This design comes from an exercise in tuning for small area, a short achievable clock period and few clock cycles on the open sky130 flow, not from production work.
Where RTL was checked, it was by simulation tests only, not by an equivalence proof against the original.
The clock port is modelled as an ideal driver; clocking choices that lean on that would not hold on a real chip.

Setup of old:
## conv_yt
module conv_yt(
input             rst,
input             clk,
output            M0_R_req,
output     [31:0] M0_addr,
input      [31:0] M0_R_data,
output     [3:0]  M0_W_req,
output     [31:0] M0_W_data,
output            M1_R_req,
output     [31:0] M1_addr,
input      [31:0] M1_R_data,
output reg [3:0]  M1_W_req,
output     [31:0] M1_W_data,
input             start,
output reg        finish
);
For scale: ~5500 cells after synthesis, ~210 I/O pins.
export LEC_CHECK = 0
export ABC_AREA = 1
export CAP_MARGIN = 20
export CORE_MARGIN = 2
export CORE_UTILIZATION = 40
export SLEW_MARGIN = 70
create_clock -name core_clock -period 26.0 [get_ports {clk}]
standard.sh (not shown) runs the stock make flow with config.mk's settings and CLKGATE_MAP_FILE= SYNTH_SCRIPT=/design/flow/synth_recipe.tcl, a recipe that flattens the netlist after the stock synthesis.
==> flow/flow/run.sh <==
#!/bin/bash
# The standard layout (standard.sh) with three additions:
#  - flow/fapol.py, after the standard synthesis: chooses, for each full-adder
#    cell, whether it works on true or complemented signals (a full adder is
#    self-dual), so that fewer inverters are needed between adders; the
#    netlist's function and its registers are unchanged. The standard
#    synthesis's netlist is kept as 1_2_yosys.standard.v;
#  - flow/ports.tcl, before the placement's resizing step: the buffers that
#    buffer_ports puts on the ports become buf_4 instead of the default delay
#    buffer;
#  - flow/post_cts.tcl, after clock tree synthesis: setup repair aimed at a
#    shorter clock period than the design's (the constraints are unchanged).
set -euo pipefail
here=$(pwd)
export PRE_RESIZE_TCL="$here/flow/ports.tcl"
export POST_CTS_TCL="$here/flow/post_cts.tcl"
export FLOW_TARGET_NS=5.8
res="$here/orfs/results/$FLOW_PLATFORM/conv_yt/base"
bash standard.sh synth > "$here/standard_synth.log" 2>&1
cp "$res/1_2_yosys.v" "$here/1_2_yosys.standard.v"
python3 "$here/flow/fapol.py" "$here/1_2_yosys.standard.v" "$res/1_2_yosys.v" > "$here/fapol.log" 2>&1
rm -f "$res/1_synth.odb" "$res/1_synth.sdc"
bash standard.sh > "$here/standard_make.log" 2>&1
==> flow/flow/post_cts.tcl <==
set target $::env(FLOW_TARGET_NS)
set margin [expr {$::env(FLOW_PERIOD_NS) - $target}]
puts "post_cts.tcl: repair_timing -setup_margin $margin (target $target ns)"
estimate_parasitics -placement
repair_timing -setup -setup_margin $margin -verbose
detailed_placement
check_placement -verbose
estimate_parasitics -placement
report_worst_slack -max
Other scripts of this flow, unchanged in this note and not shown: flow/flow/fapol.py, flow/flow/ports.tcl
old: all stages complete, timing, DRC and antenna checks passed
Testbench counts of old, summed over its fixed seeds: cycles 52,752.
For new, these inputs were changed with respect to old:
diff --git a/flow/flow/run.sh b/flow/flow/run.sh
--- a/flow/flow/run.sh
+++ b/flow/flow/run.sh
@@ -16,3 +16,3 @@
 export POST_CTS_TCL="$here/flow/post_cts.tcl"
-export FLOW_TARGET_NS=5.8
+export FLOW_TARGET_NS=6.2
 res="$here/orfs/results/$FLOW_PLATFORM/conv_yt/base"
Findings:
Area: new vs old -> new smaller. In new the share of the final layout cell area in multi-input gates turned out 0.76 points higher than in old. [new vs old] met3 layer wire length in the routed design: lower in new. Taking old as the reference, in new portion of the layout cell area used by clock cells comparable, final non-filler cell total now smaller, via count now smaller, shortest clock period the worst path allows after layout now larger. new | status: complete | timing, DRC, antenna: pass.


Another version of the RTL of conv_yt (not shown whole).
For scale: roughly 0.057 mm^2 of cells after synthesis.
Settings: LEC_CHECK=0, ABC_AREA=1, CAP_MARGIN=20, CORE_MARGIN=2, CORE_UTILIZATION=40, SLEW_MARGIN=70; clock period 26.0 ns.
==> flow/flow/run.sh <==
#!/bin/bash
# The standard layout (standard.sh), with one change: the buffers that
# buffer_ports puts on the ports become buf_4 instead of the default delay
# buffer (flow/ports.tcl, run before the placement's resizing step).
set -euo pipefail
here=$(pwd)
export PRE_RESIZE_TCL="$here/flow/ports.tcl"
bash standard.sh > "$here/standard_make.log" 2>&1
==> flow/flow/ports.tcl <==
# Port buffers: the buffers buffer_ports put on every input and output, as a
# stronger, faster buffer than the default delay cell.
set n 0
foreach inst [[ord::get_db_block] getInsts] {
  set name [$inst getName]
  if {[regexp {^(input|output)[0-9]+$} $name] && [[$inst getMaster] getName] eq "sky130_fd_sc_hd__clkdlybuf4s50_1"} {
    replace_cell $name sky130_fd_sc_hd__buf_4
    incr n
  }
}
puts "ports.tcl: replaced $n port buffers"
The first run completed with no timing, DRC or antenna violations.
Edit:
==> flow/flow/run.sh (replaced) <==
#!/bin/bash
# The standard layout (standard.sh) with two additions, both hooks of the
# ORFS scripts:
#  - flow/ports.tcl, before the placement's resizing step: the buffers that
#    buffer_ports puts on the ports become buf_4 instead of the default delay
#    buffer;
#  - flow/post_cts.tcl, after clock tree synthesis: setup repair aimed at a
#    shorter clock period than the design's (the constraints are unchanged).
set -euo pipefail
here=$(pwd)
export PRE_RESIZE_TCL="$here/flow/ports.tcl"
export POST_CTS_TCL="$here/flow/post_cts.tcl"
export FLOW_TARGET_NS=6.6
bash standard.sh > "$here/standard_make.log" 2>&1
==> flow/flow/post_cts.tcl (new file) <==
set target $::env(FLOW_TARGET_NS)
set margin [expr {$::env(FLOW_PERIOD_NS) - $target}]
puts "post_cts.tcl: repair_timing -setup_margin $margin (target $target ns)"
estimate_parasitics -placement
repair_timing -setup -setup_margin $margin -verbose
detailed_placement
check_placement -verbose
estimate_parasitics -placement
report_worst_slack -max
Effect: Routed wire length rose by 2.8%; clock skew is about the same; cell count rose by 1.1%; global-route usage rose by 0.75 points; worst hold slack barely changes; clock-buffer cell count stays the same.
Function was not checked in any run of this note: the RTL went through the layout flow alone.


conv_yt, a different RTL version from the one above (not shown whole).
For scale: ~8,600 cells after synthesis, about 660 flip-flops, roughly 210 I/O pins, about 64,000 um2 of cells after synthesis.
clock: 26.0 ns
lec_check: 0
abc_area: 1
cap_margin: 20
core_margin: 2
core_utilization: 40
slew_margin: 20
run.sh (not shown) runs the stock make flow with config.mk's settings and CLKGATE_MAP_FILE= SYNTH_SCRIPT=/design/flow/synth_recipe.tcl, a recipe that flattens the netlist after the stock synthesis.
Stock flow here: none of the scripts above is used.
Testbench counts at the start, summed over its fixed seeds: cycles 52,728.
Then changed:
Settings changed: GPL_TIMING_DRIVEN set to 0.
The changed run finished clean.
Worst setup slack got worse by 0.21 ns.
Sequential cell count is unchanged.
Non-clock buffer count rises by 426.
Fmax went down by 2.6%.
Clock-buffer cell count falls by 1.
Design area climbs by 2.3%.
Sequential share of layout area went down by 0.45 points.
Worst hold slack gets better by 0.017 ns.
Synthesized cell count stays the same.
Area after synthesis does not change.
Then changed:
==> flow/flow/run.sh (new file) <==
#!/bin/bash
# The standard layout (standard.sh), with one change: the buffers that
# buffer_ports puts on the ports become buf_4 instead of the default delay
# buffer (flow/ports.tcl, run before the placement's resizing step).
set -euo pipefail
here=$(pwd)
export PRE_RESIZE_TCL="$here/flow/ports.tcl"
bash standard.sh > "$here/standard_make.log" 2>&1
==> flow/flow/ports.tcl (new file) <==
# Port buffers: the buffers buffer_ports put on every input and output, as a
# stronger, faster buffer than the default delay cell.
set n 0
foreach inst [[ord::get_db_block] getInsts] {
  set name [$inst getName]
  if {[regexp {^(input|output)[0-9]+$} $name] && [[$inst getMaster] getName] eq "sky130_fd_sc_hd__clkdlybuf4s50_1"} {
    replace_cell $name sky130_fd_sc_hd__buf_4
    incr n
  }
}
puts "ports.tcl: replaced $n port buffers"
==> flow/standard.sh (new file) <==
#!/bin/bash
# synth_recipe.tcl (not shown) runs the flow's synth.tcl, then flattens the netlist and writes it again
# the make line also repeats each setting of config.mk as NAME=value (left out here)
make -C /OpenROAD-flow-scripts/flow DESIGN_CONFIG=/design/flow/config.mk WORK_HOME=/design/flow/orfs CLKGATE_MAP_FILE= SYNTH_SCRIPT=/design/flow/synth_recipe.tcl "${@:-finish}"
removed: flow/run.sh
What happened: The new run finished clean. Setup slack gains 0.069 ns. Routed wire length is about the same. Clock-buffer cell count climbs by 1. First-iteration DRC count climbs by 1.7%. Via count is about the same. Area after synthesis is unchanged.

## re-timing with driven ports
The results above use ideal ports. As a check the final layouts listed here were re-extracted and re-timed, cells and wires unchanged.
Step 1, drivers: a clkbuf_16 drives clk and a buf_2 each remaining input, both assumed.
Step 2, shift: input delay + t, output delay - t, t = (earliest + latest rising clock arrival at the registers) / 2. This alone moves slack from input paths to output paths.
a / b / c = ideal ports / drivers / drivers and shift; a / b = the first two.
run	t, ns	setup slack, ns	hold WS [ns]	clock arrival spread, ns	worst slew at a driven data input, ns
old	0.742	19.590 / 19.516 / 19.507	0.319 / 0.319 / 0.319	0.043 / 0.043	0.07
new	0.735	19.523 / 19.519 / 19.110	0.318 / 0.318 / 0.318	0.036 / 0.036	0.07
the first run of note 2	0.701	17.778 / 17.778 / 17.778	0.310 / 0.310 / 0.310	0.048 / 0.049	0.14
the second run of note 2	0.701	19.100 / 19.100 / 19.100	0.309 / 0.309 / 0.309	0.050 / 0.050	0.13
the first run of note 3	0.738	18.247 / 18.247 / 18.247	0.292 / 0.292 / 0.292	0.067 / 0.067	0.05
the second run of note 3	0.722	18.036 / 18.036 / 18.036	0.310 / 0.310 / 0.310	0.052 / 0.052	0.13
the third run of note 3	0.734	18.106 / 18.106 / 18.106	0.301 / 0.301 / 0.301	0.048 / 0.049	0.14
After both steps setup and hold are still met in every run listed. The setup slack of new, which loses most, moves by -0.004 ns with the drivers and by -0.413 ns with both steps.
